Context: an optimization exercise on an open-source flow, tuned for small area, a short achievable clock period and few clock cycles per item. The choices shown serve that exercise and are no tape-out recipe.
At most, simulation tests tie the RTL to the original design; equivalence was not proved.
The RTL of runs 3 to 5 was laid out without a check of its function.

==> flow/run.sh <==
#!/bin/bash
# Own flow: the standard layout (standard.sh), with two changes:
#  - synthesis maps the logic with ABC's area-oriented mapper (flow/abc_area.script:
#    strash; dch; map -a) instead of ORFS's ABC script; everything else in synthesis,
#    including flip-flop mapping, flattening and renaming, is the standard flow's own script;
#  - port buffers are sky130_fd_sc_hd__buf_2 cells.
set -euo pipefail
W=$PWD
# ORFS synth.tcl with the ABC script replaced, right after its preamble.
sed "s|^source \$::env(SCRIPTS_DIR)/synth_preamble.tcl\$|&\nset abc_args [lreplace \$abc_args 1 1 $W/flow/abc_area.script]|" \
    "$FLOW_HOME/scripts/synth.tcl" > "$W/own_synth.tcl"
grep -q "own\|abc_area.script" "$W/own_synth.tcl"
sed "s|source \$::env(SCRIPTS_DIR)/synth.tcl|source $W/own_synth.tcl|" synth_recipe.tcl > "$W/own_synth_recipe.tcl"
grep -q own_synth.tcl "$W/own_synth_recipe.tcl"
sed -e "s|SYNTH_SCRIPT=[^ ]*|SYNTH_SCRIPT=$W/own_synth_recipe.tcl 'BUFFER_PORTS_ARGS=-buffer_cell sky130_fd_sc_hd__buf_2' SETUP_SLACK_MARGIN=29|" standard.sh > "$W/own_standard.sh"
grep -q own_synth_recipe.tcl "$W/own_standard.sh"
bash "$W/own_standard.sh" > "$W/own_flow.log" 2>&1
==> flow/abc_area.script <==
strash
dch
map -a
topo
stime -c
==> standard.sh <==
#!/bin/bash
# synth_recipe.tcl (not shown) runs the flow's synth.tcl, then flattens the netlist and writes it again
# the make line also repeats each setting of config.mk as NAME=value (left out here)
make -C /OpenROAD-flow-scripts/flow DESIGN_CONFIG=/design/flow/config.mk WORK_HOME=/design/flow/orfs CLKGATE_MAP_FILE= SYNTH_SCRIPT=/design/flow/synth_recipe.tcl "${@:-finish}"
==> config.mk <==
export PLATFORM = sky130hd
export DESIGN_NAME = fpu_top
export DESIGN_NICKNAME = fpu_top
export VERILOG_FILES = /design/flow/design.v
export SDC_FILE = /design/flow/constraint.sdc
export NUM_CORES = 4
export LEC_CHECK = 0
export ABC_AREA = 1
export CAP_MARGIN = 20
export CORE_MARGIN = 2
export CORE_UTILIZATION = 40
export SLEW_MARGIN = 20
==> constraint.sdc <==
create_clock -name core_clock -period 45.0 [get_ports {clk}]
set_input_delay 9.0000 -clock core_clock [delete_from_list [all_inputs] [get_ports {clk}]]
set_output_delay 9.0000 -clock core_clock [all_outputs]
set_load 0.01 [all_outputs]
==> design.v <==
module fpu_mul_comb (
    input  logic [15:0] x,
    input  logic [15:0] y,
    output logic [15:0] product,
    output logic        underflag,
    output logic        overflag
);
    logic [21:10] p;
    logic signed [6:0] e;
    logic        s;
    fpu_mant_mul mm (.fa(x[9:0]), .fb(y[9:0]), .p(p));
    always_comb begin
        s = x[15] ^ y[15];
        e = $signed({2'b00, x[14:10]}) + $signed({2'b00, y[14:10]}) - 7'sd15 + (p[21] ? 7'sd1 : 7'sd0);
        overflag  = (e >= 7'sd31);
        underflag = (e <= 7'sd0);
        if (overflag)
            product = {s, 5'b11111, 10'd0};
        else if (underflag)
            product = {s, 5'b00000, 10'd0};
        else
            product = {s, e[4:0], p[21] ? p[20:11] : p[19:10]};
    end
endmodule
module fpu_mant_mul (
    input  logic [9:0]  fa,
    input  logic [9:0]  fb,
    output logic [21:10] p
);
    logic t1, t2, t3, t4, t5, t6, t7, t8, t9, t10, t11, t12, t13, t14, t15, t16, t17, t18, t19, t20, t21, t22, t23, t24, t25, t26, t27, t28, t29, t30, t31, t32, t33, t34, t35, t36, t37, t38, t39, t40, t41, t42, t43, t44, t45, t46, t47, t48, t49, t50, t51, t52, t53, t54, t55, t56, t57, t58, t59, t60, t61, t62, t63, t64, t65, t66, t67, t68, t69, t70, t71, t72, t73, t74, t75, t76, t77, t78, t79, t80, t81, t82, t83, t84, t85, t86, t87, t88, t89, t90, t91, t92, t93, t94, t95, t96, t97, t98, t99, t100, t101, t102, t103, t104, t105, t106, t107, t108, t109, t110, t111, t112, t113, t114, t115, t116, t117, t118, t119, t120, t121, t122, t123, t124, t125, t126, t127, t128, t129, t130, t131, t132, t133, t134, t135, t136, t137, t138, t139, t140, t141, t142, t143, t144, t145, t146, t147, t148, t149, t150, t151, t152, t153, t154, t155, t156, t157, t158, t159, t160, t161, t162, t163, t164, t165, t166, t167, t168, t169, t170, t171, t172, t173, t174, t175, t176, t177, t178, t179, t180, t181, t182, t183, t184, t185, t186, t187, t188, t189, t190, t191, t192, t193, t194, t195, t196, t197, t198, t199, t200, t201, t202, t203, t204, t205, t206, t207, t208, t209, t210, t211;
    assign t1 = (fa[0] & fb[9]) ^ (fa[1] & fb[8]);
    assign t2 = (fa[0] & fb[9]) & (fa[1] & fb[8]);
    assign t3 = (fa[1] & fb[9]) ^ (fa[2] & fb[8]) ^ (fa[3] & fb[7]);
    assign t4 = ((fa[1] & fb[9]) & (fa[2] & fb[8])) | ((fa[3] & fb[7]) & ((fa[1] & fb[9]) ^ (fa[2] & fb[8])));
    assign t5 = (fa[4] & fb[6]) ^ (fa[5] & fb[5]);
    assign t6 = (fa[4] & fb[6]) & (fa[5] & fb[5]);
    assign t7 = (fa[2] & fb[9]) ^ (fa[3] & fb[8]) ^ (fa[4] & fb[7]);
    assign t8 = ((fa[2] & fb[9]) & (fa[3] & fb[8])) | ((fa[4] & fb[7]) & ((fa[2] & fb[9]) ^ (fa[3] & fb[8])));
    assign t9 = (fa[5] & fb[6]) ^ (fa[6] & fb[5]);
    assign t10 = (fa[5] & fb[6]) & (fa[6] & fb[5]);
    assign t11 = (fa[3] & fb[9]) ^ (fa[4] & fb[8]) ^ (fa[5] & fb[7]);
    assign t12 = ((fa[3] & fb[9]) & (fa[4] & fb[8])) | ((fa[5] & fb[7]) & ((fa[3] & fb[9]) ^ (fa[4] & fb[8])));
    assign t13 = (fa[0] & fb[6]) ^ (fa[1] & fb[5]);
    assign t14 = (fa[0] & fb[6]) & (fa[1] & fb[5]);
    assign t15 = (fa[0] & fb[7]) ^ (fa[1] & fb[6]) ^ (fa[2] & fb[5]);
    assign t16 = ((fa[0] & fb[7]) & (fa[1] & fb[6])) | ((fa[2] & fb[5]) & ((fa[0] & fb[7]) ^ (fa[1] & fb[6])));
    assign t17 = (fa[3] & fb[4]) ^ (fa[4] & fb[3]);
    assign t18 = (fa[3] & fb[4]) & (fa[4] & fb[3]);
    assign t19 = (fa[0] & fb[8]) ^ (fa[1] & fb[7]) ^ (fa[2] & fb[6]);
    assign t20 = ((fa[0] & fb[8]) & (fa[1] & fb[7])) | ((fa[2] & fb[6]) & ((fa[0] & fb[8]) ^ (fa[1] & fb[7])));
    assign t21 = (fa[3] & fb[5]) ^ (fa[4] & fb[4]) ^ (fa[5] & fb[3]);
    assign t22 = ((fa[3] & fb[5]) & (fa[4] & fb[4])) | ((fa[5] & fb[3]) & ((fa[3] & fb[5]) ^ (fa[4] & fb[4])));
    assign t23 = (fa[6] & fb[2]) ^ (fa[7] & fb[1]);
    assign t24 = (fa[6] & fb[2]) & (fa[7] & fb[1]);
    assign t25 = t1 ^ (fa[2] & fb[7]) ^ (fa[3] & fb[6]);
    assign t26 = (t1 & (fa[2] & fb[7])) | ((fa[3] & fb[6]) & (t1 ^ (fa[2] & fb[7])));
    assign t27 = (fa[4] & fb[5]) ^ (fa[5] & fb[4]) ^ (fa[6] & fb[3]);
    assign t28 = ((fa[4] & fb[5]) & (fa[5] & fb[4])) | ((fa[6] & fb[3]) & ((fa[4] & fb[5]) ^ (fa[5] & fb[4])));
    assign t29 = (fa[7] & fb[2]) ^ (fa[8] & fb[1]) ^ (fa[9] & fb[0]);
    assign t30 = ((fa[7] & fb[2]) & (fa[8] & fb[1])) | ((fa[9] & fb[0]) & ((fa[7] & fb[2]) ^ (fa[8] & fb[1])));
    assign t31 = t2 ^ t3 ^ t5;
    assign t32 = (t2 & t3) | (t5 & (t2 ^ t3));
    assign t33 = (fa[6] & fb[4]) ^ (fa[7] & fb[3]) ^ (fa[8] & fb[2]);
    assign t34 = ((fa[6] & fb[4]) & (fa[7] & fb[3])) | ((fa[8] & fb[2]) & ((fa[6] & fb[4]) ^ (fa[7] & fb[3])));
    assign t35 = (fa[9] & fb[1]) ^ fa[0] ^ fb[0];
    assign t36 = ((fa[9] & fb[1]) & fa[0]) | (fb[0] & ((fa[9] & fb[1]) ^ fa[0]));
    assign t37 = t4 ^ t6 ^ t7;
    assign t38 = (t4 & t6) | (t7 & (t4 ^ t6));
    assign t39 = t9 ^ (fa[7] & fb[4]) ^ (fa[8] & fb[3]);
    assign t40 = (t9 & (fa[7] & fb[4])) | ((fa[8] & fb[3]) & (t9 ^ (fa[7] & fb[4])));
    assign t41 = (fa[9] & fb[2]) ^ fa[1] ^ fb[1];
    assign t42 = ((fa[9] & fb[2]) & fa[1]) | (fb[1] & ((fa[9] & fb[2]) ^ fa[1]));
    assign t43 = t8 ^ t10 ^ t11;
    assign t44 = (t8 & t10) | (t11 & (t8 ^ t10));
    assign t45 = (fa[6] & fb[6]) ^ (fa[7] & fb[5]) ^ (fa[8] & fb[4]);
    assign t46 = ((fa[6] & fb[6]) & (fa[7] & fb[5])) | ((fa[8] & fb[4]) & ((fa[6] & fb[6]) ^ (fa[7] & fb[5])));
    assign t47 = (fa[9] & fb[3]) ^ fa[2] ^ fb[2];
    assign t48 = ((fa[9] & fb[3]) & fa[2]) | (fb[2] & ((fa[9] & fb[3]) ^ fa[2]));
    assign t49 = t12 ^ (fa[4] & fb[9]) ^ (fa[5] & fb[8]);
    assign t50 = (t12 & (fa[4] & fb[9])) | ((fa[5] & fb[8]) & (t12 ^ (fa[4] & fb[9])));
    assign t51 = (fa[6] & fb[7]) ^ (fa[7] & fb[6]) ^ (fa[8] & fb[5]);
    assign t52 = ((fa[6] & fb[7]) & (fa[7] & fb[6])) | ((fa[8] & fb[5]) & ((fa[6] & fb[7]) ^ (fa[7] & fb[6])));
    assign t53 = (fa[9] & fb[4]) ^ fa[3] ^ fb[3];
    assign t54 = ((fa[9] & fb[4]) & fa[3]) | (fb[3] & ((fa[9] & fb[4]) ^ fa[3]));
    assign t55 = (fa[5] & fb[9]) ^ (fa[6] & fb[8]) ^ (fa[7] & fb[7]);
    assign t56 = ((fa[5] & fb[9]) & (fa[6] & fb[8])) | ((fa[7] & fb[7]) & ((fa[5] & fb[9]) ^ (fa[6] & fb[8])));
    assign t57 = (fa[8] & fb[6]) ^ (fa[9] & fb[5]) ^ fa[4];
    assign t58 = ((fa[8] & fb[6]) & (fa[9] & fb[5])) | (fa[4] & ((fa[8] & fb[6]) ^ (fa[9] & fb[5])));
    assign t59 = (fa[6] & fb[9]) ^ (fa[7] & fb[8]) ^ (fa[8] & fb[7]);
    assign t60 = ((fa[6] & fb[9]) & (fa[7] & fb[8])) | ((fa[8] & fb[7]) & ((fa[6] & fb[9]) ^ (fa[7] & fb[8])));
    assign t61 = (fa[0] & fb[4]) ^ (fa[1] & fb[3]);
    assign t62 = (fa[0] & fb[4]) & (fa[1] & fb[3]);
    assign t63 = (fa[0] & fb[5]) ^ (fa[1] & fb[4]) ^ (fa[2] & fb[3]);
    assign t64 = ((fa[0] & fb[5]) & (fa[1] & fb[4])) | ((fa[2] & fb[3]) & ((fa[0] & fb[5]) ^ (fa[1] & fb[4])));
    assign t65 = (fa[3] & fb[2]) ^ (fa[4] & fb[1]);
    assign t66 = (fa[3] & fb[2]) & (fa[4] & fb[1]);
    assign t67 = t13 ^ (fa[2] & fb[4]) ^ (fa[3] & fb[3]);
    assign t68 = (t13 & (fa[2] & fb[4])) | ((fa[3] & fb[3]) & (t13 ^ (fa[2] & fb[4])));
    assign t69 = (fa[4] & fb[2]) ^ (fa[5] & fb[1]) ^ (fa[6] & fb[0]);
    assign t70 = ((fa[4] & fb[2]) & (fa[5] & fb[1])) | ((fa[6] & fb[0]) & ((fa[4] & fb[2]) ^ (fa[5] & fb[1])));
    assign t71 = t14 ^ t15 ^ t17;
    assign t72 = (t14 & t15) | (t17 & (t14 ^ t15));
    assign t73 = (fa[5] & fb[2]) ^ (fa[6] & fb[1]) ^ (fa[7] & fb[0]);
    assign t74 = ((fa[5] & fb[2]) & (fa[6] & fb[1])) | ((fa[7] & fb[0]) & ((fa[5] & fb[2]) ^ (fa[6] & fb[1])));
    assign t75 = t16 ^ t18 ^ t19;
    assign t76 = (t16 & t18) | (t19 & (t16 ^ t18));
    assign t77 = t21 ^ t23 ^ (fa[8] & fb[0]);
    assign t78 = (t21 & t23) | ((fa[8] & fb[0]) & (t21 ^ t23));
    assign t79 = t20 ^ t22 ^ t24;
    assign t80 = (t20 & t22) | (t24 & (t20 ^ t22));
    assign t81 = t25 ^ t27 ^ t29;
    assign t82 = (t25 & t27) | (t29 & (t25 ^ t27));
    assign t83 = t26 ^ t28 ^ t30;
    assign t84 = (t26 & t28) | (t30 & (t26 ^ t28));
    assign t85 = t31 ^ t33 ^ t35;
    assign t86 = (t31 & t33) | (t35 & (t31 ^ t33));
    assign t87 = t32 ^ t34 ^ t36;
    assign t88 = (t32 & t34) | (t36 & (t32 ^ t34));
    assign t89 = t37 ^ t39 ^ t41;
    assign t90 = (t37 & t39) | (t41 & (t37 ^ t39));
    assign t91 = t38 ^ t40 ^ t42;
    assign t92 = (t38 & t40) | (t42 & (t38 ^ t40));
    assign t93 = t43 ^ t45 ^ t47;
    assign t94 = (t43 & t45) | (t47 & (t43 ^ t45));
    assign t95 = t44 ^ t46 ^ t48;
    assign t96 = (t44 & t46) | (t48 & (t44 ^ t46));
    assign t97 = t49 ^ t51 ^ t53;
    assign t98 = (t49 & t51) | (t53 & (t49 ^ t51));
    assign t99 = t50 ^ t52 ^ t54;
    assign t100 = (t50 & t52) | (t54 & (t50 ^ t52));
    assign t101 = t55 ^ t57 ^ fb[4];
    assign t102 = (t55 & t57) | (fb[4] & (t55 ^ t57));
    assign t103 = t56 ^ t58 ^ t59;
    assign t104 = (t56 & t58) | (t59 & (t56 ^ t58));
    assign t105 = (fa[9] & fb[6]) ^ fa[5] ^ fb[5];
    assign t106 = ((fa[9] & fb[6]) & fa[5]) | (fb[5] & ((fa[9] & fb[6]) ^ fa[5]));
    assign t107 = t60 ^ (fa[7] & fb[9]) ^ (fa[8] & fb[8]);
    assign t108 = (t60 & (fa[7] & fb[9])) | ((fa[8] & fb[8]) & (t60 ^ (fa[7] & fb[9])));
    assign t109 = (fa[9] & fb[7]) ^ fa[6] ^ fb[6];
    assign t110 = ((fa[9] & fb[7]) & fa[6]) | (fb[6] & ((fa[9] & fb[7]) ^ fa[6]));
    assign t111 = (fa[8] & fb[9]) ^ (fa[9] & fb[8]) ^ fa[7];
    assign t112 = ((fa[8] & fb[9]) & (fa[9] & fb[8])) | (fa[7] & ((fa[8] & fb[9]) ^ (fa[9] & fb[8])));
    assign t113 = (fa[0] & fb[3]) ^ (fa[1] & fb[2]);
    assign t114 = (fa[0] & fb[3]) & (fa[1] & fb[2]);
    assign t115 = t61 ^ (fa[2] & fb[2]) ^ (fa[3] & fb[1]);
    assign t116 = (t61 & (fa[2] & fb[2])) | ((fa[3] & fb[1]) & (t61 ^ (fa[2] & fb[2])));
    assign t117 = t62 ^ t63 ^ t65;
    assign t118 = (t62 & t63) | (t65 & (t62 ^ t63));
    assign t119 = t64 ^ t66 ^ t67;
    assign t120 = (t64 & t66) | (t67 & (t64 ^ t66));
    assign t121 = t68 ^ t70 ^ t71;
    assign t122 = (t68 & t70) | (t71 & (t68 ^ t70));
    assign t123 = t72 ^ t74 ^ t75;
    assign t124 = (t72 & t74) | (t75 & (t72 ^ t74));
    assign t125 = t76 ^ t78 ^ t79;
    assign t126 = (t76 & t78) | (t79 & (t76 ^ t78));
    assign t127 = t80 ^ t82 ^ t83;
    assign t128 = (t80 & t82) | (t83 & (t80 ^ t82));
    assign t129 = t84 ^ t86 ^ t87;
    assign t130 = (t84 & t86) | (t87 & (t84 ^ t86));
    assign t131 = t88 ^ t90 ^ t91;
    assign t132 = (t88 & t90) | (t91 & (t88 ^ t90));
    assign t133 = t92 ^ t94 ^ t95;
    assign t134 = (t92 & t94) | (t95 & (t92 ^ t94));
    assign t135 = t96 ^ t98 ^ t99;
    assign t136 = (t96 & t98) | (t99 & (t96 ^ t98));
    assign t137 = t100 ^ t102 ^ t103;
    assign t138 = (t100 & t102) | (t103 & (t100 ^ t102));
    assign t139 = t104 ^ t106 ^ t107;
    assign t140 = (t104 & t106) | (t107 & (t104 ^ t106));
    assign t141 = t108 ^ t110 ^ t111;
    assign t142 = (t108 & t110) | (t111 & (t108 ^ t110));
    assign t143 = t112 ^ (fa[9] & fb[9]) ^ fa[8];
    assign t144 = (t112 & (fa[9] & fb[9])) | (fa[8] & (t112 ^ (fa[9] & fb[9])));
    assign t145 = (fa[0] & fb[2]) ^ (fa[1] & fb[1]);
    assign t146 = (fa[0] & fb[2]) & (fa[1] & fb[1]);
    assign t147 = t113 ^ (fa[2] & fb[1]) ^ (fa[3] & fb[0]);
    assign t148 = (t113 & (fa[2] & fb[1])) | ((fa[3] & fb[0]) & (t113 ^ (fa[2] & fb[1])));
    assign t149 = t114 ^ t115 ^ (fa[4] & fb[0]);
    assign t150 = (t114 & t115) | ((fa[4] & fb[0]) & (t114 ^ t115));
    assign t151 = t116 ^ t117 ^ (fa[5] & fb[0]);
    assign t152 = (t116 & t117) | ((fa[5] & fb[0]) & (t116 ^ t117));
    assign t153 = t118 ^ t119 ^ t69;
    assign t154 = (t118 & t119) | (t69 & (t118 ^ t119));
    assign t155 = t120 ^ t121 ^ t73;
    assign t156 = (t120 & t121) | (t73 & (t120 ^ t121));
    assign t157 = t122 ^ t123 ^ t77;
    assign t158 = (t122 & t123) | (t77 & (t122 ^ t123));
    assign t159 = t124 ^ t125 ^ t81;
    assign t160 = (t124 & t125) | (t81 & (t124 ^ t125));
    assign t161 = t126 ^ t127 ^ t85;
    assign t162 = (t126 & t127) | (t85 & (t126 ^ t127));
    assign t163 = t128 ^ t129 ^ t89;
    assign t164 = (t128 & t129) | (t89 & (t128 ^ t129));
    assign t165 = t130 ^ t131 ^ t93;
    assign t166 = (t130 & t131) | (t93 & (t130 ^ t131));
    assign t167 = t132 ^ t133 ^ t97;
    assign t168 = (t132 & t133) | (t97 & (t132 ^ t133));
    assign t169 = t134 ^ t135 ^ t101;
    assign t170 = (t134 & t135) | (t101 & (t134 ^ t135));
    assign t171 = t136 ^ t137 ^ t105;
    assign t172 = (t136 & t137) | (t105 & (t136 ^ t137));
    assign t173 = t138 ^ t139 ^ t109;
    assign t174 = (t138 & t139) | (t109 & (t138 ^ t139));
    assign t175 = t140 ^ t141 ^ fb[7];
    assign t176 = (t140 & t141) | (fb[7] & (t140 ^ t141));
    assign t177 = t142 ^ t143 ^ fb[8];
    assign t178 = (t142 & t143) | (fb[8] & (t142 ^ t143));
    assign t179 = t144 ^ fa[9] ^ fb[9];
    assign t180 = (t144 & fa[9]) | (fb[9] & (t144 ^ fa[9]));
    assign t181 = (fa[0] & fb[1]) & (fa[1] & fb[0]);
    assign t182 = (t145 & (fa[2] & fb[0])) | (t181 & (t145 | (fa[2] & fb[0])));
    assign t183 = (t146 & t147) | (t182 & (t146 | t147));
    assign t184 = (t148 & t149) | (t183 & (t148 | t149));
    assign t185 = (t150 & t151) | (t184 & (t150 | t151));
    assign t186 = (t152 & t153) | (t185 & (t152 | t153));
    assign t187 = (t154 & t155) | (t186 & (t154 | t155));
    assign t188 = (t156 & t157) | (t187 & (t156 | t157));
    assign t189 = (t158 & t159) | (t188 & (t158 | t159));
    assign t190 = t160 ^ t161 ^ t189;
    assign t191 = (t160 & t161) | (t189 & (t160 ^ t161));
    assign t192 = t162 ^ t163 ^ t191;
    assign t193 = (t162 & t163) | (t191 & (t162 ^ t163));
    assign t194 = t164 ^ t165 ^ t193;
    assign t195 = (t164 & t165) | (t193 & (t164 ^ t165));
    assign t196 = t166 ^ t167 ^ t195;
    assign t197 = (t166 & t167) | (t195 & (t166 ^ t167));
    assign t198 = t168 ^ t169 ^ t197;
    assign t199 = (t168 & t169) | (t197 & (t168 ^ t169));
    assign t200 = t170 ^ t171 ^ t199;
    assign t201 = (t170 & t171) | (t199 & (t170 ^ t171));
    assign t202 = t172 ^ t173 ^ t201;
    assign t203 = (t172 & t173) | (t201 & (t172 ^ t173));
    assign t204 = t174 ^ t175 ^ t203;
    assign t205 = (t174 & t175) | (t203 & (t174 ^ t175));
    assign t206 = t176 ^ t177 ^ t205;
    assign t207 = (t176 & t177) | (t205 & (t176 ^ t177));
    assign t208 = t178 ^ t179 ^ t207;
    assign t209 = (t178 & t179) | (t207 & (t178 ^ t179));
    assign t210 = t180 ^ 1'b1 ^ t209;
    assign t211 = (t180 & 1'b1) | (t209 & (t180 ^ 1'b1));
    assign p[10] = t190;
    assign p[11] = t192;
    assign p[12] = t194;
    assign p[13] = t196;
    assign p[14] = t198;
    assign p[15] = t200;
    assign p[16] = t202;
    assign p[17] = t204;
    assign p[18] = t206;
    assign p[19] = t208;
    assign p[20] = t210;
    assign p[21] = t211;
endmodule
module fpu_div_row (
    input  logic [10:0] r,
    input  logic [10:0] d,
    output logic        q,
    output logic [10:0] rn
);
    logic [11:0] a, b, g, t, G, T, Gn, Tn, bin;
    always_comb begin
        a = {r, 1'b0};
        b = {1'b0, d};
        g = ~a & b;
        t = ~a | b;
        G = g;
        T = t;
        for (int s = 1; s < 12; s = s * 2) begin
            Gn = G;
            Tn = T;
            for (int i = 0; i < 12; i++) begin
                if ((i / s) % 2 == 1) begin
                    Gn[i] = G[i] | (T[i] & G[(i / s) * s - 1]);
                    Tn[i] = T[i] & T[(i / s) * s - 1];
                end
            end
            G = Gn;
            T = Tn;
        end
        bin = {G[10:0], 1'b0};
        q   = ~G[11];
        rn  = a[10:0] ^ ({11{q}} & (b[10:0] ^ bin[10:0]));
    end
endmodule
module fpu_div_pre #(parameter int K = 6) (
    input  logic [15:0]  x,
    input  logic [15:0]  y,
    output logic [K-1:0] qhi,      
    output logic [10:0]  rem,
    output logic         sign,
    output logic [4:0]   exp,
    output logic         overflag,
    output logic         underflag
);
    logic [10:0] ma, mb;
    logic [10:0] r [0:K-1];
    logic signed [6:0] e;
    assign ma = {1'b1, x[9:0]};
    assign mb = {1'b1, y[9:0]};
    assign qhi[K-1] = (ma >= mb);
    assign r[0] = qhi[K-1] ? ma - mb : ma;
    for (genvar i = 1; i < K; i++) begin : g_row
        fpu_div_row row (.r(r[i-1]), .d(mb), .q(qhi[K-1-i]), .rn(r[i]));
    end
    assign rem = r[K-1];
    always_comb begin
        sign = x[15] ^ y[15];
        e = $signed({2'b00, x[14:10]}) - $signed({2'b00, y[14:10]}) + 7'sd14 + (qhi[K-1] ? 7'sd1 : 7'sd0);
        overflag  = (e >= 7'sd31);
        underflag = (e <= 7'sd0);
        exp = e[4:0];
    end
endmodule
module fpu_div_post #(parameter int K = 6) (
    input  logic [K-1:0] qhi,
    input  logic [10:0]  rem,
    input  logic [9:0]   fb,
    input  logic         sign,
    input  logic [4:0]   exp,
    input  logic         overflag,
    input  logic         underflag,
    output logic [15:0]  quotient
);
    logic [10:0] mb;
    logic [11:0] q;
    logic [10:0] r [0:12-K];
    assign mb = {1'b1, fb};
    assign q[11:12-K] = qhi;
    assign r[0] = rem;
    for (genvar i = 1; i <= 12 - K; i++) begin : g_row
        fpu_div_row row (.r(r[i-1]), .d(mb), .q(q[12-K-i]), .rn(r[i]));
    end
    always_comb begin
        if (overflag)
            quotient = {sign, 5'b11111, 10'd0};
        else if (underflag)
            quotient = {sign, 5'b00000, 10'd0};
        else
            quotient = {sign, exp, q[11] ? q[10:1] : q[9:0]};
    end
endmodule
module fpu_add_comb (
    input  logic [15:0] x,
    input  logic [15:0] y,
    output logic [15:0] sum,
    output logic        exc
);
    logic        xbig;
    logic        sb;
    logic [4:0]  eb, es;
    logic [9:0]  fb, fs;
    logic [10:0] msh;
    logic [4:0]  d;
    logic [11:0] m;
    logic [3:0]  lzc;
    logic [11:0] mn;
    logic signed [6:0] e;
    always_comb begin
        xbig = (x[14:0] >= y[14:0]);
        {sb, eb, fb} = xbig ? x : y;
        {es, fs}     = xbig ? y[14:0] : x[14:0];
        d    = eb - es;
        msh  = {1'b1, fs} >> d;
        m    = (x[15] ^ y[15]) ? ({1'b0, 1'b1, fb} - {1'b0, msh}) : ({1'b0, 1'b1, fb} + {1'b0, msh});
        lzc = 4'd0;
        for (int i = 0; i <= 11; i++)
            if (m[i]) lzc = 4'(11 - i);
        mn = m << lzc;
        e  = $signed({2'b00, eb}) + 7'sd1 - $signed({3'b000, lzc});
        if (m == 12'd0) begin
            sum = 16'd0;
            exc = 1'b0;
        end else if (e >= 7'sd31) begin
            sum = {sb, 5'b11111, 10'd0};
            exc = 1'b1;
        end else if (e <= 7'sd0) begin
            sum = {sb, 5'b00000, 10'd0};
            exc = 1'b1;
        end else begin
            sum = {sb, e[4:0], mn[10:1]};
            exc = 1'b0;
        end
    end
endmodule
module fpu_top (
  input logic   clk,
  input logic   reset,
  input logic [15:0] a,
  input logic [15:0] b,
  output logic [15:0] quotient,product,sum,
  input logic start,
  output logic [4:0]  flags,
  output logic valid
);
localparam int K = 6;    
logic [15:0]  sum_d, prod_d;
logic         add_exc_d, mul_un_d, mul_ov_d;
logic [K-1:0] qhi_d;
logic [10:0]  rem_d;
logic         qsign_d, qov_d, qun_d;
logic [4:0]   qexp_d;
fpu_add_comb add_sub (.x(a), .y(b), .sum(sum_d), .exc(add_exc_d));
fpu_mul_comb mult (.x(a), .y(b), .product(prod_d), .underflag(mul_un_d), .overflag(mul_ov_d));
fpu_div_pre #(.K(K)) div_pre (
    .x(a), .y(b), .qhi(qhi_d), .rem(rem_d), .sign(qsign_d), .exp(qexp_d),
    .overflag(qov_d), .underflag(qun_d)
);
logic [15:0]  sum_q, prod_q;
logic         add_exc_q, mul_un_q, mul_ov_q;
logic [K-1:0] qhi_q;
logic [10:0]  rem_q;
logic [9:0]   fb_q;
logic         qsign_q, qov_q, qun_q;
logic [4:0]   qexp_q;
always_ff @(posedge clk) begin
    if (start) begin
        sum_q     <= sum_d;
        add_exc_q <= add_exc_d;
        prod_q    <= prod_d;
        mul_un_q  <= mul_un_d;
        mul_ov_q  <= mul_ov_d;
        qhi_q     <= qhi_d;
        rem_q     <= rem_d;
        fb_q      <= b[9:0];
        qsign_q   <= qsign_d;
        qexp_q    <= qexp_d;
        qov_q     <= qov_d;
        qun_q     <= qun_d;
    end
end
always_ff @(posedge clk or negedge reset) begin
    if (!reset)
        valid <= 1'b0;
    else if (start)
        valid <= 1'b1;
end
fpu_div_post #(.K(K)) div_post (
    .qhi(qhi_q), .rem(rem_q), .fb(fb_q), .sign(qsign_q), .exp(qexp_q),
    .overflag(qov_q), .underflag(qun_q), .quotient(quotient)
);
assign sum     = sum_q;
assign product = prod_q;
assign flags   = {add_exc_q, qov_q, qun_q, mul_un_q, mul_ov_q};
endmodule
==> results of run 1 <==
-- synth_stat cells (5+ instances only) --
cell type	count	area share, %
o31ai_1	8	0.47
buf_4	7	0.41
mux2i_1	12	0.94
a211oi_1	9	0.53
a221oi_1	5	0.34
o221ai_1	5	0.34
ha_1	62	6.1
nand4_1	6	0.29
a31oi_1	13	0.64
nand2_1	358	11
o211ai_1	14	0.82
o21ai_0	169	6.6
nor3_1	26	1.0
a21oi_1	111	4.3
fa_1	95	15
xnor2_1	40	2.7
xor2_1	138	9.5
edfxtp_1	69	16
clkinv_1	295	8.7
or2_2	13	0.64
o22ai_1	8	0.39
nor2_1	323	9.5
nand3_1	59	2.3
-- routing by layer --
metal,share of wire (%),up-vias,routed length (um)
met2,50,652,26700
li1,-,7159,-
met1,39,7502,20700
met5,0,-,0
met4,4.5,0,2400
met3,6.3,171,3340
-- critical path: cells and delay by family, from the launching register on --
kind                   cells  cell delay, ps
buffers and inverters     12            1370
AND/OR/NAND/NOR           23            2630
flip-flops                 1             750
XOR/XNOR                   4             840
AO/OA/AOI/OAI             18            3080
-- state kept, by name (all words and copies together) (netlist names), 5 cells and up --
signal,flops
fb_q,10
prod_q,15
qexp_q,5
qhi_q,6
rem_q,11
sum_q,16
-- what timing repair did --
| item | 4_1_cts | 5_1_grt |
|---|---|---|
| resized for setup | 476 | 248 |
| setup endpoints to repair | 50 | 49 |
| gates cloned | 12 | 0 |
| pin swaps | 209 | 123 |
| setup buffers | 360 | 70 |
| hold buffers | 0 | 0 |
-- logic make-up after synthesis --
logic type / after synthesis
adder cells (fa/ha/maj): 158
AO/OA/AOI/OAI: 361
XOR/XNOR: 178
multiplexers: 12
flip-flops: 70
AND/OR/NAND/NOR: 791
buffers and inverters: 302
-- metrics by stage --
step	std cells	hold slack, ps	utilization, %
after global routing	2814	484	68.0
final	2814	465	68.0
after floorplan	1872	512	-
after detailed placement	2356	452	46.7
after global placement	2356	445	46.7
after CTS	2744	468	63.4
-- cell type report --
class	count	area, um2
Clock buffer	9	225
Clock inverter	7	105
Fill cell	2382	10100
Inverter	295	1620
Multi-Input combinational cell	1506	12600
Sequential cell	70	2100
Tap cell	402	503
Timing Repair Buffer	521	4300
Timing Repair inverter	4	33.8
-- how the worst max path moves through the flow --
stage                        to  slack [ps]  cells past startpoint
floorplan              sum_q[4]       27990                     61
global placement       sum_q[4]       25700                     60
detailed placement     sum_q[4]       25600                     64
CTS                 quotient[0]       27660                     65
global route        quotient[0]       26120                     57
finish              quotient[0]       26890                     57
==> results.sh, run 1 <==
export IMPL_status="no timing/DRC/antenna violations"
export IMPL_rr_worst_depth=1
export IMPL_gr_total_overflow=0
export IMPL_antenna_found_initial=0
export IMPL_hpwl_mm=30.2
export IMPL_avgSynthCellArea_um2=6.83
export IMPL_skew_ps=0
export IMPL_start_util_pct=40.5
export IMPL_grt_max_degree=71
export IMPL_cp_slowest_cell="edfxtp_1"
export IMPL_die_y_um=183
export IMPL_vias_per_cell=5.50
export IMPL_slowest_delay_ps=750
export IMPL_critPathLaunchType="flop"
export IMPL_dp_slack_ps=25600
export IMPL_synthXorXnorAreaFrac_pct=12.2
export IMPL_insertion_delay_ps=350
export IMPL_nets=2599
export IMPL_holdPathEnd="valid"
export IMPL_min_path_cells=1
export IMPL_crit_fanout=15
export IMPL_synthSimpleGateAreaFrac_pct=24.6
export IMPL_top_usage_layer="met2"
export IMPL_relSlewSlack_pct=18.4
export IMPL_die_w_um=183
export IMPL_slew_viol_final=0
export IMPL_synth_edff_count=69
export IMPL_arrival_ps=9110
export IMPL_ios=89
export IMPL_clockRootBuffer="clkbuf_16"
export IMPL_drv_cap=0
export IMPL_drive_gt1_share_pct=46.6
export IMPL_hp_class="flop to flop"
export IMPL_numPortBuffers=88
export IMPL_synth_area_mux_share_pct=0.939
export IMPL_dpl_cell_area_um2=14700
export IMPL_drc=0
export IMPL_yosys_area_share_adder_pct=21.0
export IMPL_clockBufferDepth=2
export IMPL_num_vias=15484
export IMPL_rsz0062_at_grt="true"
export IMPL_ys_warn_count=10
export IMPL_required_ps=36000
export IMPL_core_um2=31600
export IMPL_fin_area_um2=21500
export IMPL_r2r_start="valid"
export IMPL_clkTransAtPathRegs_ps=70
export IMPL_synth_top_family_by_area="simple AND/OR/NAND/NOR gates"
export IMPL_synth_compound_area_share_pct=15.8
export IMPL_synth_async_reset_ratio_pct=1.43
export IMPL_setup_ws_ps=26890
export IMPL_drt_pass1_iter_count=5
export IMPL_finalHoldViolations=0
export IMPL_period_needed_ps=18110
export IMPL_clkSinkCount=70
export IMPL_use_met3_pct=3.57
export IMPL_reg2reg_slack_ps=44230
export IMPL_syn_area_um2=12800
export IMPL_synth_distinct_cells=39
export IMPL_crit_path_end_kind="output port"
export IMPL_layout_common_cells="373 x buf_4, 263 x nand2_1, 242 x nor2_1"
export IMPL_wl_mm=53.2
export IMPL_cts_max_level=3
export IMPL_cts_tree="yes"
export IMPL_grtUsageMet1_pct=36.3
export IMPL_first_iter_violations=1169
export IMPL_synth_seq_cells=70
export IMPL_rows=65
export IMPL_dieArea_um2=33400
export IMPL_fmax_ghz=0.0552
export IMPL_timing_rr_end="valid"
export IMPL_synthFlopType="edfxtp_1"
export IMPL_ant_nets=0
export IMPL_synth_net_count=2064
export IMPL_grt_pass1_wl_mm=78.7
export IMPL_first_global_vias=15341
export IMPL_fin_crit_sh_pct=40.2
export IMPL_setup_violations=0
export IMPL_place_gp_congestion=0.913
export IMPL_antenna_cells=0
export IMPL_hold_start="valid"
export IMPL_path_class="flop to output port"
export IMPL_worstMarginPinSlew_ps=1220
export IMPL_layout_commonest_cell="buf_4"
export IMPL_crit_path_start="fb_q[9]"
export IMPL_area_growth_syn_to_layout_pct=67.9
export IMPL_grt_use_total_pct=29.9
export IMPL_yosysSeqAreaShare_pct=16.4
export IMPL_grtUsageMet2_pct=53.6
export IMPL_wire_per_inst_um=18.9
export IMPL_cts_buffers=9
export IMPL_syn_inst=1872
export IMPL_setup_tns_ps=0
Testbench counts, summed over its fixed seeds: cycles 8,000, ops 8,000.
==> run 2: changes to the inputs <==
--- a/flow/run.sh
+++ b/flow/run.sh
@@ -12,6 +12,6 @@
 grep -q "own\|abc_area.script" "$W/own_synth.tcl"
 sed "s|source \$::env(SCRIPTS_DIR)/synth.tcl|source $W/own_synth.tcl|" synth_recipe.tcl > "$W/own_synth_recipe.tcl"
 grep -q own_synth.tcl "$W/own_synth_recipe.tcl"
-sed -e "s|SYNTH_SCRIPT=[^ ]*|SYNTH_SCRIPT=$W/own_synth_recipe.tcl 'BUFFER_PORTS_ARGS=-buffer_cell sky130_fd_sc_hd__buf_2' SETUP_SLACK_MARGIN=29|" standard.sh > "$W/own_standard.sh"
+sed -e "s|SYNTH_SCRIPT=[^ ]*|SYNTH_SCRIPT=$W/own_synth_recipe.tcl 'BUFFER_PORTS_ARGS=-buffer_cell sky130_fd_sc_hd__buf_2'|" standard.sh > "$W/own_standard.sh"
 grep -q own_synth_recipe.tcl "$W/own_standard.sh"
 bash "$W/own_standard.sh" > "$W/own_flow.log" 2>&1
==> run 2 against run 1 <==
  * Via count down 20%
  * Final cell count decreased by 15%
  * Cell area decreased by 35%
  * Still clean on timing, DRC and antenna
  * Clock skew unchanged
  * Sequential share of layout area is 5.2 points higher
  * Worst hold slack is essentially flat
==> results.sh, run 2 <==
export IMPL_clkSinkCount=70
export IMPL_worstMarginPinSlew_ps=917
export IMPL_synth_net_count=2064
export IMPL_setup_ws_ps=23780
export IMPL_status="no timing/DRC/antenna violations"
export IMPL_layout_common_cells="358 x nand2_1, 323 x nor2_1, 295 x clkinv_1"
export IMPL_grt_pass1_wl_mm=59.4
export IMPL_n_fill_cell=3315
export IMPL_crit_fanout=48
export IMPL_yosysMostFrequentCell="nand2_1"
export IMPL_synth_seq_cells=70
export IMPL_synthTopCellsByCount="358 x nand2_1, 323 x nor2_1, 295 x clkinv_1"
export IMPL_vias_per_cell=5.22
export IMPL_ios=89
export IMPL_hpwl_mm=28.2
export IMPL_period_needed_ps=21220
export IMPL_numPortBuffers=88
export IMPL_dieArea_um2=33400
export IMPL_cp_slowest_cell="clkinv_1"
export IMPL_dpl_cell_area_um2=13700
export IMPL_largest_register="sum_q"
export IMPL_crit_path_end_kind="flop"
export IMPL_synthFlopType="edfxtp_1"
export IMPL_synth_distinct_cells=39
export IMPL_path_class="input port to flop"
export IMPL_fin_area_um2=14100
export IMPL_critPathLaunchType="input port"
export IMPL_die_y_um=183
export IMPL_multiInputGateArea_um2=9530
export IMPL_ant_nets=0
export IMPL_clockBufferDepth=2
export IMPL_first_global_vias=11881
export IMPL_synth_edff_count=69
export IMPL_reg_largest_list="sum_q (16), prod_q (15), rem_q (11)"
export IMPL_setup_tns_ps=0
export IMPL_ys_warn_count=10
export IMPL_die_w_um=183
export IMPL_drive_gt1_share_pct=6.68
export IMPL_area_growth_syn_to_layout_pct=9.94
export IMPL_relSlewSlack_pct=38.9
export IMPL_dp_slack_ps=23540
export IMPL_grt_use_total_pct=21.9
export IMPL_wire_per_inst_um=14.9
export IMPL_skew_ps=0
export IMPL_crit_path_start="b[5]"
export IMPL_cts_max_level=3
export IMPL_wl_mm=35.5
export IMPL_start_util_pct=40.5
export IMPL_arrival_ps=21400
export IMPL_first_iter_violations=739
export IMPL_rsz0062_at_grt="false"
export IMPL_fin_crit_sh_pct=47.1
export IMPL_antenna_found_initial=0
export IMPL_slowest_delay_ps=640
export IMPL_cts_tree="yes"
export IMPL_num_vias=12413
export IMPL_post_cts_resized=0
export IMPL_clockRootBuffer="clkbuf_16"
export IMPL_synth_area_leaders="edfxtp_1 16%, fa_1 15%, nand2_1 11%, nor2_1 9.5%, xor2_1 9.5%"
export IMPL_grt_max_degree=67
export IMPL_drc=0
export IMPL_required_ps=45190
export IMPL_finalHoldViolations=0
export IMPL_cts_buffers=9
export IMPL_hold_buffers=0
export IMPL_cp_common_cell="nor2_1"
export IMPL_cts_post_setup_buffers_inserted=0
export IMPL_clkTransAtPathRegs_ps=60
export IMPL_syn_inst=1872
export IMPL_fmax_ghz=0.0471
export IMPL_hp_class="flop to flop"
export IMPL_layout_commonest_cell="nand2_1"
export IMPL_hold_start="valid"
export IMPL_core_um2=31600
export IMPL_place_gp_congestion=0.868
export IMPL_synth_top_area_share_pct=16.2
export IMPL_largest_reg_flops=16
export IMPL_drt_pass1_iter_count=5
export IMPL_yosysSeqAreaShare_pct=16.4
export IMPL_nets=2163
export IMPL_avgSynthCellArea_um2=6.83
export IMPL_setup_violations=0
export IMPL_gr_total_overflow=0
export IMPL_antenna_cells=0
export IMPL_insertion_delay_ps=350
export IMPL_drv_cap=0
export IMPL_synth_async_reset_ratio_pct=1.43
export IMPL_slew_viol_final=0
export IMPL_ff_latch_area_um2=2100
export IMPL_r2r_start="valid"
export IMPL_yosysTopAreaCell="edfxtp_1"
export IMPL_syn_area_um2=12800
export IMPL_rows=65
## run 2: cell counts after synthesis
Identical to the previous run, type by type.
## run 2: area by class of cell
class                   count  share of cell area, %
clock buffers              11                   1.73
clock inverters             5                  0.587
flip-flops and latches     70                   14.9
inverters                 295                   7.88
multi-input cells        1500                   67.8
repair buffers             95                   3.52
well taps                 402                   3.58
## run 2: cell families (layout without fill, tap and decap cells)
logic type / after synthesis / count (layout) / share of synthesized area, %
simple gates: 791 / 791 / 24.6
buf+inv: 302 / 406 / 9.07
fa+ha+maj: 158 / 158 / 21.0
mux: 12 / 12 / 0.939
compound gates: 361 / 361 / 15.8
xor+xnor: 178 / 178 / 12.2
flops: 70 / 70 / 16.4
## run 2: critical path, delay by kind of cell
| family | cells | cell delay (ps) |
|---|---|---|
| xor gates and xnor gates | 2 | 430 |
| AOI/OAI and AO/OA | 14 | 2820 |
| and+or+nand+nor | 28 | 4070 |
| buffers and inverters | 13 | 3060 |
| adders and majority gates | 5 | 2010 |
## run 2: worst paths after layout
path | depth (start not counted) | slack, ps | to
max reg2reg | 1 | 44230 | valid
min in group asynchronous | 1 | 8410 | valid
min | 1 | 470 | valid
max | 62 | 23780 | sum_q[5]
min reg2reg | 1 | 470 | valid
max in group asynchronous | 1 | 36510 | valid
## run 2: per-layer routing
metal	track usage [%]	vias to the layer above	routed length (um)
met5	0	-	0
met4	5.12	0	624
met3	2.20	39	1330
met2	38.1	276	17200
met1	29.5	5795	16400
li1	-	6303	-
## run 2: per-stage QoR
| step | std cells | hold WS [ps] | util [%] |
|---|---|---|---|
| final | 2378 | 465 | 44.5 |
| after global routing | 2378 | 487 | 44.5 |
| after CTS | 2378 | 468 | 44.5 |
| after detailed placement | 2362 | 454 | 43.5 |
| after global placement | 2362 | 446 | 43.5 |
| after floorplan | 1872 | 512 | - |
==> run 3: changes to the inputs <==
--- a/design.v
+++ b/design.v
@@ -406,7 +406,8 @@
     .x(a), .y(b), .qhi(qhi_d), .rem(rem_d), .sign(qsign_d), .exp(qexp_d),
     .overflag(qov_d), .underflag(qun_d)
 );
-logic [15:0]  sum_q, prod_q;
+logic [15:0]  sum_q;
+logic [14:0]  prod_q;
 logic         add_exc_q, mul_un_q, mul_ov_q;
 logic [K-1:0] qhi_q;
 logic [10:0]  rem_q;
@@ -417,7 +418,7 @@
     if (start) begin
         sum_q     <= sum_d;
         add_exc_q <= add_exc_d;
-        prod_q    <= prod_d;
+        prod_q    <= prod_d[14:0];
         mul_un_q  <= mul_un_d;
         mul_ov_q  <= mul_ov_d;
         qhi_q     <= qhi_d;
@@ -440,6 +441,6 @@
     .overflag(qov_q), .underflag(qun_q), .quotient(quotient)
 );
 assign sum     = sum_q;
-assign product = prod_q;
+assign product = {qsign_q, prod_q};    
 assign flags   = {add_exc_q, qov_q, qun_q, mul_un_q, mul_ov_q};
 endmodule
--- a/flow/run.sh
+++ b/flow/run.sh
@@ -12,6 +12,6 @@
 grep -q "own\|abc_area.script" "$W/own_synth.tcl"
 sed "s|source \$::env(SCRIPTS_DIR)/synth.tcl|source $W/own_synth.tcl|" synth_recipe.tcl > "$W/own_synth_recipe.tcl"
 grep -q own_synth.tcl "$W/own_synth_recipe.tcl"
-sed -e "s|SYNTH_SCRIPT=[^ ]*|SYNTH_SCRIPT=$W/own_synth_recipe.tcl 'BUFFER_PORTS_ARGS=-buffer_cell sky130_fd_sc_hd__buf_2'|" standard.sh > "$W/own_standard.sh"
+sed -e "s|SYNTH_SCRIPT=[^ ]*|SYNTH_SCRIPT=$W/own_synth_recipe.tcl 'BUFFER_PORTS_ARGS=-buffer_cell sky130_fd_sc_hd__buf_2' SETUP_SLACK_MARGIN=26|" standard.sh > "$W/own_standard.sh"
 grep -q own_synth_recipe.tcl "$W/own_standard.sh"
 bash "$W/own_standard.sh" > "$W/own_flow.log" 2>&1
--- a/config.mk
+++ b/config.mk
@@ -8,5 +8,6 @@
 export ABC_AREA = 1
 export CAP_MARGIN = 20
 export CORE_MARGIN = 2
-export CORE_UTILIZATION = 40
+export CORE_UTILIZATION = 60
+export PLACE_DENSITY = 0.75
 export SLEW_MARGIN = 20
==> run 3 against run 2 <==
  * Global-route usage is 10 points higher
  * Cell area is 5.5% higher
  * Via count is 4.0% higher
  * Worst setup slack better by 2800 ps
  * Final cell count is 3.6% lower
  * Maximum frequency is 15% higher
  * Synthesized cell count stayed put
  * Critical path type unchanged
  * Critical endpoint is now prod_q[9]
==> results.sh, run 3 <==
export IMPL_fin_hold_ws_ps=467
export IMPL_gr_total_overflow=0
export IMPL_cp_common_cell="fa_1"
export IMPL_wire_per_inst_um=15.7
export IMPL_path_delay_family="adder cells"
export IMPL_ios=89
export IMPL_yosysTopAreaCell="edfxtp_1"
export IMPL_start_util_pct=61.0
export IMPL_place_gp_congestion=0.891
export IMPL_synth_distinct_cells=39
export IMPL_layout_commonest_cell="nand2_1"
export IMPL_rsz0062_at_grt="true"
export IMPL_synth_edff_count=69
export IMPL_relSlewSlack_pct=38.0
export IMPL_drv_cap=0
export IMPL_required_ps=45100
export IMPL_grt_max_degree=71
export IMPL_synth_area_leaders="edfxtp_1 16%, fa_1 15%, nand2_1 11%, nor2_1 9.5%, xor2_1 9.5%"
export IMPL_avgSynthCellArea_um2=6.83
export IMPL_dp_cells=2230
export IMPL_period_needed_ps=18430
export IMPL_die_y_um=150
export IMPL_slowest_delay_ps=550
export IMPL_ant_nets=0
export IMPL_clkSinkCount=70
export IMPL_min_path_cells=1
export IMPL_core_um2=21000
export IMPL_antenna_cells=0
export IMPL_setup_violations=0
export IMPL_synth_top_area_share_pct=16.2
export IMPL_cts_max_level=3
export IMPL_cp_buffers_inverters=8
export IMPL_layout_common_cells="348 x nand2_1, 305 x nor2_1, 265 x clkinv_1"
export IMPL_arrival_ps=18540
export IMPL_area_growth_syn_to_layout_pct=16.0
export IMPL_drive_gt1_share_pct=13.9
export IMPL_hold_start="valid"
export IMPL_antenna_found_initial=0
export IMPL_synth_async_reset_ratio_pct=1.43
export IMPL_clockRootBuffer="clkbuf_16"
export IMPL_vias_per_cell=5.63
export IMPL_ys_warn_count=10
export IMPL_grt_pass1_wl_mm=57.1
export IMPL_fin_crit_sh_pct=41.0
export IMPL_rows=53
export IMPL_hp_class="flop to flop"
export IMPL_fin_area_um2=14800
export IMPL_hpwl_mm=26.9
export IMPL_clockBufferDepth=2
export IMPL_first_global_vias=11934
export IMPL_crit_path_end_kind="flop"
export IMPL_cts_tree="yes"
export IMPL_synth_seq_cells=70
export IMPL_drt_pass1_iter_count=5
export IMPL_wl_mm=35.9
export IMPL_nets=2205
export IMPL_clkTransAtPathRegs_ps=70
export IMPL_holdPathEnd="valid"
export IMPL_n_fill_cell=1805
export IMPL_grt_use_total_pct=31.9
export IMPL_synthTopCellsByCount="358 x nand2_1, 323 x nor2_1, 295 x clkinv_1"
export IMPL_dieArea_um2=22500
export IMPL_cp_slowest_cell="fa_1"
export IMPL_crit_fanout=13
export IMPL_rr_worst_depth=1
export IMPL_hold_buffers=0
export IMPL_largest_reg_flops=16
export IMPL_path_class="input port to flop"
export IMPL_synth_net_count=2064
export IMPL_fmax_ghz=0.0543
export IMPL_status="no timing/DRC/antenna violations"
export IMPL_timing_rr_end="valid"
export IMPL_yosysMostFrequentCell="nand2_1"
export IMPL_num_vias=12908
export IMPL_insertion_delay_ps=360
export IMPL_syn_area_um2=12800
export IMPL_slew_viol_final=0
export IMPL_finalHoldViolations=0
export IMPL_cts_buffers=9
export IMPL_numPortBuffers=88
export IMPL_r2r_start="valid"
export IMPL_synthFlopType="edfxtp_1"
export IMPL_die_w_um=150
export IMPL_syn_inst=1872
export IMPL_critPathLaunchType="input port"
export IMPL_dpl_cell_area_um2=13500
export IMPL_yosysSeqAreaShare_pct=16.4
export IMPL_first_iter_violations=912
export IMPL_setup_tns_ps=0
export IMPL_drc=0
export IMPL_reg2reg_slack_ps=44230
export IMPL_fin_cells=2293
export IMPL_skew_ps=0
export IMPL_largest_register="sum_q"
export IMPL_worstMarginPinSlew_ps=931
export IMPL_reg_largest_list="sum_q (16), prod_q (15), rem_q (11)"
run 3: cell counts after synthesis:
Identical to the previous run, type by type.
run 3: what timing repair did:
item,4_1_cts,5_1_grt
endpoints found under the hold margin,0,0
setup endpoints to repair,40,43
resized for setup,67,123
gates cloned,2,2
buffers inserted,10,33
pin swaps,4,19
run 3: layer usage:
metal,vias to the layer above,global-route usage [%],wire [um]
li1,6378,-,-
met4,0,13.4,1330
met1,5959,42.3,14900
met3,87,3.35,2540
met5,-,0,0
met2,484,53.2,17100
run 3: worst max path at each step:
stage / from / endpoint / slack [ps] / cells after the start
floorplan: b[4] / sum_q[4] / 26080 / 60
global placement: b[4] / sum_q[4] / 23330 / 57
detailed placement: b[4] / sum_q[4] / 23220 / 57
CTS: fb_q[0] / quotient[0] / 26020 / 67
global route: b[7] / rem_q[8] / 25860 / 69
finish: a[1] / prod_q[9] / 26570 / 38
run 3: cell type report:
class / instances / area (um2) / area share (%)
Timing Repair Buffer: 133 / 822 / 5.54
Timing Repair inverter: 1 / 7.51 / 0.0506
Tap cell: 275 / 344 / 2.32
Inverter: 295 / 1220 / 8.22
Sequential cell: 70 / 2100 / 14.1
Clock inverter: 7 / 61.3 / 0.413
Multi-Input combinational cell: 1503 / 10100 / 67.8
Clock buffer: 9 / 225 / 1.52
run 3: logic make-up (layout without fill, tap and decap cells):
family,Yosys count,count (layout),share of synthesized area [%]
AOI/OAI and AO/OA,361,361,15.8
DFF,70,70,16.4
and+or+nand+nor,791,794,24.6
adders and majority gates,158,158,21.0
muxes,12,12,0.939
buffers and inverters,302,445,9.07
xor gates and xnor gates,178,178,12.2
run 3: metrics by stage:
| step | util [%] | worst slack (ps) |
|---|---|---|
| 2_1_floorplan | - | 26080 |
| 3_3_place_gp | 64.6 | 23330 |
| 3_5_place_dp | 64.6 | 23220 |
| 4_1_cts | 67.3 | 26020 |
| 5_1_grt | 70.8 | 25860 |
| 6_report | 70.8 | 26570 |
==> run 4: changes to the inputs <==
==> flow/abc_area.script (replaced) <==
strash
ifraig
dch
map -a
topo
stime -c
==> run 4 against run 3 <==
  * Area after synthesis hardly changed
  * Core utilization is 0.054 points higher
  * Cell area hardly changed
  * Still clean
  * Via count is 1.3% higher
  * Global-route usage is 0.37 points higher
  * Clock skew stayed put
  * Worst hold slack better by 3.9 ps
==> results.sh, run 4 <==
export IMPL_ant_nets=0
export IMPL_clkTransAtPathRegs_ps=80
export IMPL_die_w_um=150
export IMPL_die_y_um=150
export IMPL_status="no timing/DRC/antenna violations"
export IMPL_first_iter_violations=990
export IMPL_skew_ps=0
export IMPL_required_ps=45180
export IMPL_setup_violations=0
export IMPL_relSlewSlack_pct=22.9
export IMPL_layout_common_cells="348 x nand2_1, 296 x nor2_1, 265 x clkinv_1"
export IMPL_wire_per_inst_um=15.9
export IMPL_core_um2=21000
export IMPL_avgSynthCellArea_um2=6.82
export IMPL_synthTopCellsByCount="362 x nand2_1, 308 x nor2_1, 300 x clkinv_1"
export IMPL_synth_net_count=2065
export IMPL_largest_register="sum_q"
export IMPL_cts_max_level=3
export IMPL_cts_tree="yes"
export IMPL_numPortBuffers=88
export IMPL_fin_crit_sh_pct=40.8
export IMPL_finalHoldViolations=0
export IMPL_syn_inst=1873
export IMPL_antenna_cells=0
export IMPL_synth_distinct_cells=41
export IMPL_first_global_vias=12080
export IMPL_insertion_delay_ps=350
export IMPL_drv_cap=0
export IMPL_ys_warn_count=10
export IMPL_num_vias=13076
export IMPL_fmax_ghz=0.0544
export IMPL_vias_per_cell=5.70
export IMPL_crit_path_end_kind="flop"
export IMPL_drc=0
export IMPL_critPathLaunchType="input port"
export IMPL_worstMarginPinSlew_ps=1150
export IMPL_drive_gt1_share_pct=14.6
export IMPL_reg_largest_list="sum_q (16), prod_q (15), rem_q (11)"
export IMPL_cts_buffers=9
export IMPL_clkSinkCount=70
export IMPL_hp_class="flop to flop"
export IMPL_rsz0062_at_grt="false"
export IMPL_yosysMostFrequentCell="nand2_1"
export IMPL_largest_reg_flops=16
export IMPL_yosysSeqAreaShare_pct=16.4
export IMPL_slowest_delay_ps=550
export IMPL_synth_async_reset_ratio_pct=1.43
export IMPL_ios=89
export IMPL_yosysTopAreaCell="edfxtp_1"
export IMPL_cp_common_cell="fa_1"
export IMPL_hold_buffers=0
export IMPL_cp_slowest_cell="fa_1"
export IMPL_slew_viol_final=0
export IMPL_grt_max_degree=71
export IMPL_dieArea_um2=22500
export IMPL_drt_pass1_iter_count=6
export IMPL_clockRootBuffer="clkbuf_16"
export IMPL_hpwl_mm=27.0
export IMPL_clockBufferDepth=2
export IMPL_gr_total_overflow=0
export IMPL_rows=53
export IMPL_wl_mm=36.6
export IMPL_synth_seq_cells=70
export IMPL_synthFlopType="edfxtp_1"
export IMPL_start_util_pct=61.0
export IMPL_path_class="input port to flop"
export IMPL_period_needed_ps=18380
export IMPL_setup_tns_ps=0
export IMPL_crit_fanout=13
export IMPL_arrival_ps=18560
export IMPL_area_growth_syn_to_layout_pct=16.2
export IMPL_grt_pass1_wl_mm=57.9
export IMPL_n_fill_cell=1787
export IMPL_nets=2206
export IMPL_grt_use_total_pct=32.3
export IMPL_antenna_found_initial=1
export IMPL_synth_area_leaders="edfxtp_1 16%, fa_1 15%, nand2_1 11%, xor2_1 9.9%, nor2_1 9.1%"
export IMPL_synth_top_area_share_pct=16.2
export IMPL_synth_edff_count=69
export IMPL_place_gp_congestion=0.934
export IMPL_syn_area_um2=12800
export IMPL_layout_commonest_cell="nand2_1"
[run 4: final timing paths]
path	from	endpoint	slack [ps]	depth (start not counted)
worst min-delay path	valid	valid	470	1
max in group asynchronous	reset	valid	36510	1
worst max-delay path	a[1]	prod_q[9]	26620	39
min in group asynchronous	reset	valid	8410	1
worst max register to register	valid	valid	44230	1
worst min register to register	valid	valid	470	1
[run 4: layout make-up]
class                   count  area, um2  area share (%)
clock buffers               9        225            1.52
clock inverters             7       61.3           0.413
inverters                 300       1260            8.46
multi-input cells        1497       9980            67.3
flip-flops and latches     70       2100            14.1
well taps                 275        344            2.32
repair buffers            133        855            5.76
repair inverters            3       22.5           0.152
[run 4: what timing repair did]
item | CTS | global route
pin swaps | 4 | 25
setup endpoints to repair | 41 | 39
setup buffers | 11 | 31
gates resized for setup | 70 | 143
cloned | 1 | 3
[run 4: critical path, delay by kind of cell]
kind                     cells  cell delay (ps)
AO/OA/AOI/OAI                7             1050
buffers and inverters        8             1030
AND/OR/NAND/NOR              7              980
adder cells (fa/ha/maj)     17             6480
[run 4: kinds of logic (layout without fill, tap and decap cells)]
group | after synthesis | in the layout | share of synthesized area [%]
flops | 70 | 70 | 16.4
compound gates | 360 | 360 | 15.7
mux | 9 | 9 | 0.705
fa+ha+maj | 158 | 158 | 21.0
simple gates | 794 | 795 | 24.9
buf+inv | 307 | 452 | 9.23
xor+xnor | 175 | 175 | 12.0
[run 4: per-stage QoR]
stage | instances | hold slack, ps | area, um2 | util [%] | setup WS [ps]
after floorplan | 1873 | 512 | 12800 | - | 26260
after global placement | 2232 | 447 | 13500 | 64.6 | 23320
after detailed placement | 2232 | 458 | 13500 | 64.6 | 23120
after CTS | 2260 | 474 | 14100 | 67.3 | 25990
after global routing | 2294 | 488 | 14800 | 70.8 | 25840
final | 2294 | 471 | 14800 | 70.8 | 26620
[run 4: layer usage]
layer | wire length, um | track usage, % | up-vias | part of all wire [%]
met5 | 0 | 0 | - | 0
li1 | - | - | 6378 | -
met1 | 15200 | 42.3 | 6081 | 42
met2 | 17600 | 55.8 | 490 | 48
met4 | 1500 | 10.8 | 0 | 4.1
met3 | 2310 | 3.32 | 127 | 6.3
==> run 5: changes to the inputs <==
--- a/flow/run.sh
+++ b/flow/run.sh
@@ -12,6 +12,6 @@
 grep -q "own\|abc_area.script" "$W/own_synth.tcl"
 sed "s|source \$::env(SCRIPTS_DIR)/synth.tcl|source $W/own_synth.tcl|" synth_recipe.tcl > "$W/own_synth_recipe.tcl"
 grep -q own_synth.tcl "$W/own_synth_recipe.tcl"
-sed -e "s|SYNTH_SCRIPT=[^ ]*|SYNTH_SCRIPT=$W/own_synth_recipe.tcl 'BUFFER_PORTS_ARGS=-buffer_cell sky130_fd_sc_hd__buf_2' SETUP_SLACK_MARGIN=26|" standard.sh > "$W/own_standard.sh"
+sed -e "s|SYNTH_SCRIPT=[^ ]*|SYNTH_SCRIPT=$W/own_synth_recipe.tcl 'BUFFER_PORTS_ARGS=-buffer_cell sky130_fd_sc_hd__buf_2' SETUP_SLACK_MARGIN=27|" standard.sh > "$W/own_standard.sh"
 grep -q own_synth_recipe.tcl "$W/own_standard.sh"
 bash "$W/own_standard.sh" > "$W/own_flow.log" 2>&1
==> flow/abc_area.script (replaced) <==
strash
dch
map -a
topo
stime -c
==> run 5 against run 4 <==
  * Synthesized cell count barely moved
  * Area after synthesis barely moved
  * Largest cell class unchanged
  * Still clean on timing, DRC and antenna
  * Via count rose by 9.3%
  * Critical path depth rose by 22
  * Worst setup slack got worse by 340 ps
  * Critical endpoint is now quotient[0]
  * Non-clock buffer count rose by 87
  * Cell area rose by 11%
==> results.sh, run 5 <==
export IMPL_die_y_um=150
export IMPL_synthFlopType="edfxtp_1"
export IMPL_synth_area_leaders="edfxtp_1 16%, fa_1 15%, nand2_1 11%, nor2_1 9.5%, xor2_1 9.5%"
export IMPL_antenna_found_initial=0
export IMPL_yosysMostFrequentCell="nand2_1"
export IMPL_fin_util_pct=79.0
export IMPL_reg_largest_list="sum_q (16), prod_q (15), rem_q (11)"
export IMPL_clockRootBuffer="clkbuf_16"
export IMPL_first_global_vias=12664
export IMPL_cp_slowest_cell="xor2_1"
export IMPL_start_util_pct=61.0
export IMPL_largest_reg_flops=16
export IMPL_relSlewSlack_pct=40.4
export IMPL_clkTransAtPathRegs_ps=60
export IMPL_drv_cap=0
export IMPL_area_growth_syn_to_layout_pct=29.4
export IMPL_worstMarginPinSlew_ps=884
export IMPL_critPathLaunchType="flop"
export IMPL_wire_per_inst_um=17.8
export IMPL_num_vias=14286
export IMPL_cp_common_cell="nand2_1"
export IMPL_drive_gt1_share_pct=25.2
export IMPL_avgSynthCellArea_um2=6.83
export IMPL_largest_register="sum_q"
export IMPL_arrival_ps=9720
export IMPL_hold_buffers=0
export IMPL_synth_net_count=2064
export IMPL_nets=2299
export IMPL_crit_path_end_kind="output port"
export IMPL_n_fill_cell=1492
export IMPL_fin_crit_sh_pct=41.6
export IMPL_drc=0
export IMPL_path_class="flop to output port"
export IMPL_synthTopCellsByCount="358 x nand2_1, 323 x nor2_1, 295 x clkinv_1"
export IMPL_die_w_um=150
export IMPL_cts_buffers=9
export IMPL_finalHoldViolations=0
export IMPL_numPortBuffers=88
export IMPL_place_gp_congestion=0.934
export IMPL_clkSinkCount=70
export IMPL_yosysSeqAreaShare_pct=16.4
export IMPL_rows=53
export IMPL_cts_tree="yes"
export IMPL_synth_seq_cells=70
export IMPL_rsz0062_at_grt="true"
export IMPL_gr_total_overflow=0
export IMPL_setup_tns_ps=0
export IMPL_synth_top_area_share_pct=16.2
export IMPL_grt_max_degree=52
export IMPL_synth_edff_count=69
export IMPL_hp_class="flop to flop"
export IMPL_ys_warn_count=10
export IMPL_insertion_delay_ps=350
export IMPL_period_needed_ps=18720
export IMPL_drt_pass1_iter_count=6
export IMPL_crit_fanout=8
export IMPL_status="no timing/DRC/antenna violations"
export IMPL_layout_common_cells="324 x nand2_1, 289 x nor2_1, 232 x clkinv_1"
export IMPL_core_um2=21000
export IMPL_vias_per_cell=5.98
export IMPL_syn_area_um2=12800
export IMPL_skew_ps=0
export IMPL_synth_async_reset_ratio_pct=1.43
export IMPL_grt_pass1_wl_mm=60.3
export IMPL_yosysTopAreaCell="edfxtp_1"
export IMPL_hpwl_mm=26.7
export IMPL_grt_use_total_pct=33.5
export IMPL_first_iter_violations=1284
export IMPL_layout_commonest_cell="nand2_1"
export IMPL_syn_inst=1872
export IMPL_synth_distinct_cells=39
export IMPL_slew_viol_final=0
export IMPL_clockBufferDepth=2
export IMPL_ios=89
export IMPL_antenna_cells=0
export IMPL_cts_max_level=3
export IMPL_setup_violations=0
export IMPL_slowest_delay_ps=520
export IMPL_wl_mm=42.5
export IMPL_dieArea_um2=22500
export IMPL_ant_nets=0
export IMPL_required_ps=36000
export IMPL_fmax_ghz=0.0534
[run 5: cells by family (layout without fill, tap and decap cells)]
group	after synthesis	in the layout	share of synthesized area, %
xor gates and xnor gates	178	178	12.2
DFF	70	70	16.4
AOI/OAI and AO/OA	361	362	15.8
muxes	12	12	0.939
adders and majority gates	158	158	21.0
and+or+nand+nor	791	796	24.6
buffers and inverters	302	536	9.07
[run 5: layout make-up]
type                    count  area [um2]  area share, %
repair inverters            5        30.0          0.181
flip-flops and latches     70        2100           12.7
clock buffers              10         239           1.44
multi-input cells        1506       10900           65.9
inverters                 295        1300           7.83
well taps                 275         344           2.08
repair buffers            220        1560           9.43
clock inverters             6        68.8          0.416
[run 5: repair_timing]
| action | CTS | global route |
|---|---|---|
| gates resized for setup | 160 | 263 |
| buffers inserted | 53 | 75 |
| gates cloned | 4 | 7 |
| pin swaps | 34 | 89 |
| setup endpoints to repair | 48 | 45 |
[run 5: through the flow]
stage	worst slack, ps	area, um2	std cells	hold slack (ps)
final	26280	16500	2387	460
after global routing	25900	16500	2387	490
after CTS	27010	14900	2305	467
after detailed placement	23740	13600	2232	450
after global placement	23790	13600	2232	446
after floorplan	27030	12800	1872	512
[run 5: final timing paths]
kind                               from           to  slack, ps  cells after the start
worst max-delay path            fb_q[0]  quotient[0]      26280                     61
worst min-delay path              valid        valid        460                      1
worst max register to register    valid        valid      44230                      1
worst min register to register    valid        valid        460                      1
max in group asynchronous         reset        valid      36510                      1
min in group asynchronous         reset        valid       8410                      1
[run 5: worst max-delay path, delay by kind of cell, from the launching register on]
kind / cells / cell delay [ps]
DFF: 1 / 400
AOI/OAI and AO/OA: 16 / 3160
and+or+nand+nor: 29 / 3350
xor gates and xnor gates: 4 / 1280
buffers and inverters: 12 / 1160
[run 5: metal layers]
| metal | global-route usage [%] | routed length [um] | up-vias |
|---|---|---|---|
| li1 | - | - | 6571 |
| met1 | 43.2 | 16000 | 6591 |
| met2 | 56.3 | 19800 | 861 |
| met3 | 5.82 | 4240 | 263 |
| met4 | 13.2 | 2470 | 0 |
| met5 | 0 | 0 | - |

[port drivers added, routing unchanged]
Ports are ideal in the flow. The routed layouts listed here were re-timed in OpenROAD.
Step 1 (the two cells are an assumption about what drives the block):
set clk [get_ports {clk}]
set_driving_cell -lib_cell sky130_fd_sc_hd__clkbuf_16 $clk
set_driving_cell -lib_cell sky130_fd_sc_hd__buf_2 [delete_from_list [all_inputs] $clk]
Step 2, shift: input delay + t, output delay - t, t = (earliest + latest rising clock arrival at the registers) / 2. This alone moves slack from input paths to output paths.
a / b / c = no drivers / after step 1 / after step 2; a / b = the first two.
| run | t (ns) | setup WS [ns] | worst setup path at the end |
|---|---|---|---|
| run 1 | 0.400 | 26.893 / 26.845 / 27.245 | register to output |
| run 2 | 0.394 | 23.784 / 23.789 / 23.395 | input to register |
| run 3 | 0.406 | 26.567 / 26.531 / 26.180 | input to register |
| run 4 | 0.402 | 26.620 / 26.641 / 26.238 | input to register |
| run 5 | 0.392 | 26.277 / 26.230 / 26.622 | register to output |
After both steps every run listed still meets setup and hold. The setup slack of run 2, which loses most, moves by +0.005 ns with the drivers and by -0.389 ns with both steps.
